Context: an optimization exercise on an open-source flow, tuned for small area, a short achievable clock period and few clock cycles. The choices shown serve that exercise and are no tape-out recipe.
Where RTL was checked, it was by simulation tests only, not by an equivalence proof against the original.

==> flow/design.v <==
module muldiv (
    input  wire        clk,
    input  wire        rst,
    input  wire        start,
    input  wire        op,
    input  wire [31:0] a,
    input  wire [31:0] b,
    output reg         done,
    output reg         divby0,
    output wire [31:0] hi,
    output wire [31:0] lo
);
localparam IDLE = 3'd0, PREP = 3'd1, MSTEP = 3'd2, DSTEP = 3'd3, FIX1 = 3'd4, FIX2 = 3'd5;
reg  [2:0]  state;
reg  [31:0] H, L;
reg         Lx;           
reg  [32:0] Y;            
reg  [4:0]  cnt;          
reg         opr, an, bn, zq, swp;
reg         bs1, bs2, bs4, bsc, binv, bcin;
assign hi = H;
assign lo = L;
function [4:0] blen;
    input [31:0] v;
    integer i;
    begin
        blen = 5'd0;
        for (i = 0; i < 31; i = i + 1)
            if (v[i] ^ v[31]) blen = i + 1;
    end
endfunction
wire [4:0] lza = blen(a);
wire [4:0] lzb = blen(b);
wire       pa  = a[31] & ~|(~a[31:1] & a[30:0]);
wire [5:0] La  = {1'b0, lza} + {5'd0, pa};
wire [5:0] Lb  = {1'b0, lzb} | {5'd0, (lzb == 5'd0)};
wire [6:0] kd  = {1'b0, La} - {1'b0, Lb};
wire       zq_in  = kd[6];
wire       swp_in = (lza < lzb);
wire [4:0] lm     = swp_in ? lza : lzb;
wire       by0    = (b == 32'd0);
wire       zq0    = swp_in & ~pa;
wire [35:0] Yx = {{3{Y[32]}}, Y};
wire [35:0] X  = ({36{bs1}} & Yx)
               | ({36{bs2}} & {Yx[34:0], 1'b0})
               | ({36{bs4}} & {Yx[33:0], 2'b00})
               | {34'd0, bsc, bsc};
wire [35:0] Bop = X ^ {36{binv}};
wire [35:0] Aop = {Lx, Lx, Lx, L, 2'b00};
wire [35:0] S   = Aop + Bop + {35'd0, bcin};
wire [4:0]  shamt = opr ? cnt : {~cnt[3:0], 1'b0};
wire [32:0] shin  = (opr | ~swp) ? Y : {L[31], L};
wire [32:0] shout = shin << shamt;
wire [29:0] Hsh = H[29:0];
wire [29:0] Hp1 = Hsh + 30'd1;
wire [29:0] Hm1 = Hsh - 30'd1;
wire [29:0] Hc  = (S[35:34] == 2'b01) ? Hp1 : (S[35:34] == 2'b11) ? Hm1 : Hsh;
reg  [29:0] mask;
integer mi;
always @(*) begin
    for (mi = 0; mi < 30; mi = mi + 1)
        mask[mi] = ({cnt, 1'b0} <= (6'd29 - mi));
end
wire [31:0] Hmul = {(mask & Hc) | (~mask & Hsh), S[33:32]};
function [2:0] booth;    
    input [2:0] x;
    begin
        booth[2] = x[1] ^ x[0];
        booth[1] = (x[2] & ~x[1] & ~x[0]) | (~x[2] & x[1] & x[0]);
        booth[0] = x[2] & ~(x[1] & x[0]);
    end
endfunction
wire [2:0] bprep = booth({shout[31:30], shout[29] & (cnt != 5'd0)});
wire [2:0] bstep = booth({H[29:28], H[27] & (cnt != 5'd1)});
wire nq  = an ^ bn;
wire sub = ~nq;
wire acc = ~(S[35] ^ an);
always @(posedge clk) begin
    if (rst) begin
        state  <= IDLE;
        done   <= 1'b0;
        divby0 <= 1'b0;
    end else begin
        done <= 1'b0;
        case (state)
            IDLE: if (start) begin
                divby0 <= op & by0;
                if (op & (by0 | zq0)) begin
                    done <= 1'b1;
                end else begin
                    state <= PREP;
                end
            end
            PREP: begin
                if (!opr)      state <= MSTEP;
                else if (zq) begin
                    state <= IDLE;
                    done  <= 1'b1;
                end else       state <= DSTEP;
            end
            MSTEP: if (cnt == 5'd0) begin
                state <= IDLE;
                done  <= 1'b1;
            end
            DSTEP: if (cnt == 5'd0) state <= FIX1;
            FIX1: if (nq) state <= FIX2;
                  else begin
                      state <= IDLE;
                      done  <= 1'b1;
                  end
            FIX2: begin
                state <= IDLE;
                done  <= 1'b1;
            end
            default: state <= IDLE;
        endcase
    end
end
always @(posedge clk) begin
    {bs1, bs2, bs4, bsc, binv, bcin} <= 6'd0;
    case (state)
        IDLE: begin
            H   <= a;
            L   <= a & {32{~(op & zq0)}};
            Lx  <= a[31];
            Y   <= {b[31], b};
            opr <= op;
            an  <= a[31];
            bn  <= b[31];
            zq  <= zq_in;
            swp <= swp_in;
            cnt <= op ? kd[4:0] : {1'b0, lm[4:1]};
            bsc  <= op & a[31] & ~zq_in;
            binv <= op & a[31] & ~zq_in;
        end
        PREP: begin
            if (!opr) begin
                H  <= shout[31:0];
                if (!swp) Y <= {L[31], L};
                L  <= 32'd0;
                Lx <= 1'b0;
                {bs1, bs2, binv} <= bprep;
                bcin <= bprep[0];
            end else if (zq) begin
                H  <= S[33:2];
                L  <= 32'd0;
            end else begin
                Y  <= shout;
                {Lx, L} <= S[34:2];
                H  <= {32{nq}};
                bs4  <= 1'b1;
                binv <= sub;
                bcin <= sub;
            end
        end
        MSTEP: begin
            H <= Hmul;
            L <= S[31:0];
            cnt <= cnt - 5'd1;
            {bs1, bs2, binv} <= bstep;
            bcin <= bstep[0];
        end
        DSTEP: begin
            if (acc) {Lx, L} <= S[34:2];
            H <= {H[30:0], acc ^ nq};
            Y <= {Y[32], Y[32:1]};
            cnt <= cnt - 5'd1;
            if (cnt == 5'd0) begin
                bsc  <= an;
                bcin <= an;
            end else begin
                bs4  <= 1'b1;
                binv <= sub;
                bcin <= sub;
            end
        end
        FIX1: begin
            H <= S[33:2];
            L <= H;
            bsc  <= 1'b1;
            bcin <= 1'b1;
        end
        FIX2: begin
            L <= S[33:2];
        end
        default: ;
    endcase
end
endmodule
clock: 5.0 ns
lec_check: 0
cap_margin: 20
core_margin: 2
core_utilization: 40
place_density: 0.6
slew_margin: 20
standard.sh (not shown) runs the stock make flow with config.mk's settings and CLKGATE_MAP_FILE= SYNTH_SCRIPT=/design/flow/synth_recipe.tcl, a recipe that flattens the netlist after the stock synthesis.
==> flow/flow/run.sh <==
#!/bin/bash
# The standard layout, with the smallest buffer on each port (the standard
# flow picks a delay cell). Each tool's own log stays under orfs/logs/.
set -euo pipefail
export BUFFER_PORTS_ARGS="-buffer_cell sky130_fd_sc_hd__buf_1"
bash standard.sh > flow.log 2>&1
Testbench counts at the start, summed over its fixed seeds: cycles 11,676.
Rerun with:
--- a/flow/design.v
+++ b/flow/design.v
@@ -36,13 +36,12 @@
 wire [5:0] Lb  = {1'b0, lzb} | {5'd0, (lzb == 5'd0)};
 wire [6:0] kd  = {1'b0, La} - {1'b0, Lb};
 wire       zq_in  = kd[6];
 wire       swp_in = (lza < lzb);
 wire [4:0] lm     = swp_in ? lza : lzb;
 wire       by0    = (b == 32'd0);
-wire       zq0    = swp_in & ~pa;
 wire [35:0] Yx = {{3{Y[32]}}, Y};
 wire [35:0] X  = ({36{bs1}} & Yx)
                | ({36{bs2}} & {Yx[34:0], 1'b0})
                | ({36{bs4}} & {Yx[33:0], 2'b00})
                | {34'd0, bsc, bsc};
 wire [35:0] Bop = X ^ {36{binv}};
@@ -51,20 +50,23 @@
 wire [4:0]  shamt = opr ? cnt : {~cnt[3:0], 1'b0};
 wire [32:0] shin  = (opr | ~swp) ? Y : {L[31], L};
 wire [32:0] shout = shin << shamt;
 wire [29:0] Hsh = H[29:0];
 wire [29:0] Hp1 = Hsh + 30'd1;
 wire [29:0] Hm1 = Hsh - 30'd1;
-wire [29:0] Hc  = (S[35:34] == 2'b01) ? Hp1 : (S[35:34] == 2'b11) ? Hm1 : Hsh;
 reg  [29:0] mask;
 integer mi;
 always @(*) begin
     for (mi = 0; mi < 30; mi = mi + 1)
         mask[mi] = ({cnt, 1'b0} <= (6'd29 - mi));
 end
-wire [31:0] Hmul = {(mask & Hc) | (~mask & Hsh), S[33:32]};
+wire [29:0] Hpm  = (mask & Hp1) | (~mask & Hsh);
+wire [29:0] Hmm  = (mask & Hm1) | (~mask & Hsh);
+wire        cpos = (state == MSTEP) & (S[35:34] == 2'b01);
+wire        cneg = (state == MSTEP) & (S[35:34] == 2'b11);
+reg  [31:0] Hb;                  
 function [2:0] booth;    
     input [2:0] x;
     begin
         booth[2] = x[1] ^ x[0];
         booth[1] = (x[2] & ~x[1] & ~x[0]) | (~x[2] & x[1] & x[0]);
         booth[0] = x[2] & ~(x[1] & x[0]);
@@ -72,23 +74,32 @@
 endfunction
 wire [2:0] bprep = booth({shout[31:30], shout[29] & (cnt != 5'd0)});
 wire [2:0] bstep = booth({H[29:28], H[27] & (cnt != 5'd1)});
 wire nq  = an ^ bn;
 wire sub = ~nq;
 wire acc = ~(S[35] ^ an);
+always @(*) begin
+    case (state)
+        PREP:    Hb = !opr ? shout[31:0] : zq ? S[33:2] : {32{nq}};
+        MSTEP:   Hb = {Hsh, S[33:32]};
+        DSTEP:   Hb = {H[30:0], acc ^ nq};
+        FIX1:    Hb = S[33:2];
+        default: Hb = H;
+    endcase
+end
 always @(posedge clk) begin
     if (rst) begin
         state  <= IDLE;
         done   <= 1'b0;
         divby0 <= 1'b0;
     end else begin
         done <= 1'b0;
         case (state)
             IDLE: if (start) begin
                 divby0 <= op & by0;
-                if (op & (by0 | zq0)) begin
+                if (op & by0) begin
                     done <= 1'b1;
                 end else begin
                     state <= PREP;
                 end
             end
             PREP: begin
@@ -114,17 +125,17 @@
             end
             default: state <= IDLE;
         endcase
     end
 end
 always @(posedge clk) begin
+    H <= {cpos ? Hpm : cneg ? Hmm : Hb[31:2], Hb[1:0]};
     {bs1, bs2, bs4, bsc, binv, bcin} <= 6'd0;
     case (state)
         IDLE: begin
-            H   <= a;
-            L   <= a & {32{~(op & zq0)}};
+            L   <= a;
             Lx  <= a[31];
             Y   <= {b[31], b};
             opr <= op;
             an  <= a[31];
             bn  <= b[31];
             zq  <= zq_in;
@@ -132,53 +143,47 @@
             cnt <= op ? kd[4:0] : {1'b0, lm[4:1]};
             bsc  <= op & a[31] & ~zq_in;
             binv <= op & a[31] & ~zq_in;
         end
         PREP: begin
             if (!opr) begin
-                H  <= shout[31:0];
                 if (!swp) Y <= {L[31], L};
                 L  <= 32'd0;
                 Lx <= 1'b0;
                 {bs1, bs2, binv} <= bprep;
                 bcin <= bprep[0];
             end else if (zq) begin
-                H  <= S[33:2];
                 L  <= 32'd0;
             end else begin
                 Y  <= shout;
                 {Lx, L} <= S[34:2];
-                H  <= {32{nq}};
                 bs4  <= 1'b1;
                 binv <= sub;
                 bcin <= sub;
             end
         end
         MSTEP: begin
-            H <= Hmul;
             L <= S[31:0];
             cnt <= cnt - 5'd1;
             {bs1, bs2, binv} <= bstep;
             bcin <= bstep[0];
         end
         DSTEP: begin
             if (acc) {Lx, L} <= S[34:2];
-            H <= {H[30:0], acc ^ nq};
             Y <= {Y[32], Y[32:1]};
             cnt <= cnt - 5'd1;
             if (cnt == 5'd0) begin
                 bsc  <= an;
                 bcin <= an;
             end else begin
                 bs4  <= 1'b1;
                 binv <= sub;
                 bcin <= sub;
             end
         end
         FIX1: begin
-            H <= S[33:2];
             L <= H;
             bsc  <= 1'b1;
             bcin <= 1'b1;
         end
         FIX2: begin
             L <= S[33:2];
Worst setup slack gains 0.055 ns.
Sequential cell count stays the same.
Sequential share of layout area drops by 0.55 points.
Routed wire length climbs by a few percent.
Final cell count grows by a few percent.
Hold slack is better by 0.035 ns.
Non-clock buffer count drops by 11.
Design area rises by a few percent.
Clock skew stays flat.
Die area goes up by a few percent.
Fmax goes up slightly.
Function not checked in the second run of this note: the RTL went through the layout flow alone.

port drivers added, routing unchanged:
In the flow no input, the clock included, has a driving cell. The finished layouts below were timed again as built, in two steps.
Step 1: set_driving_cell puts a clkbuf_16 on clk and a buf_2 on each other input, an assumption about the parent block.
Step 2 times the ports against the registers' clock, not the clock port: input delays grow and output delays shrink by t, the midpoint of the rising clock arrivals with the driver on.
Three values: ideal, step 1, step 2; two values: the first two.
run | shift t [ns] | slack for setup (ns) | latest minus earliest clock arrival (ns) | worst data-port slew with drivers (ns) | cell pins on the clock port's net
the first run | 0.502 | 0.223 / 0.223 / -0.196 | 0.016 / 0.015 | 0.04 | 1
the second run | 0.490 | 0.278 / 0.278 / 0.067 | 0.016 / 0.016 | 0.04 | 1
Met with ideal ports but missed after step 2: setup timing in the first run. For the first run, which loses most, drivers alone change the setup slack by 0.000 ns; drivers and shift together by -0.419 ns.
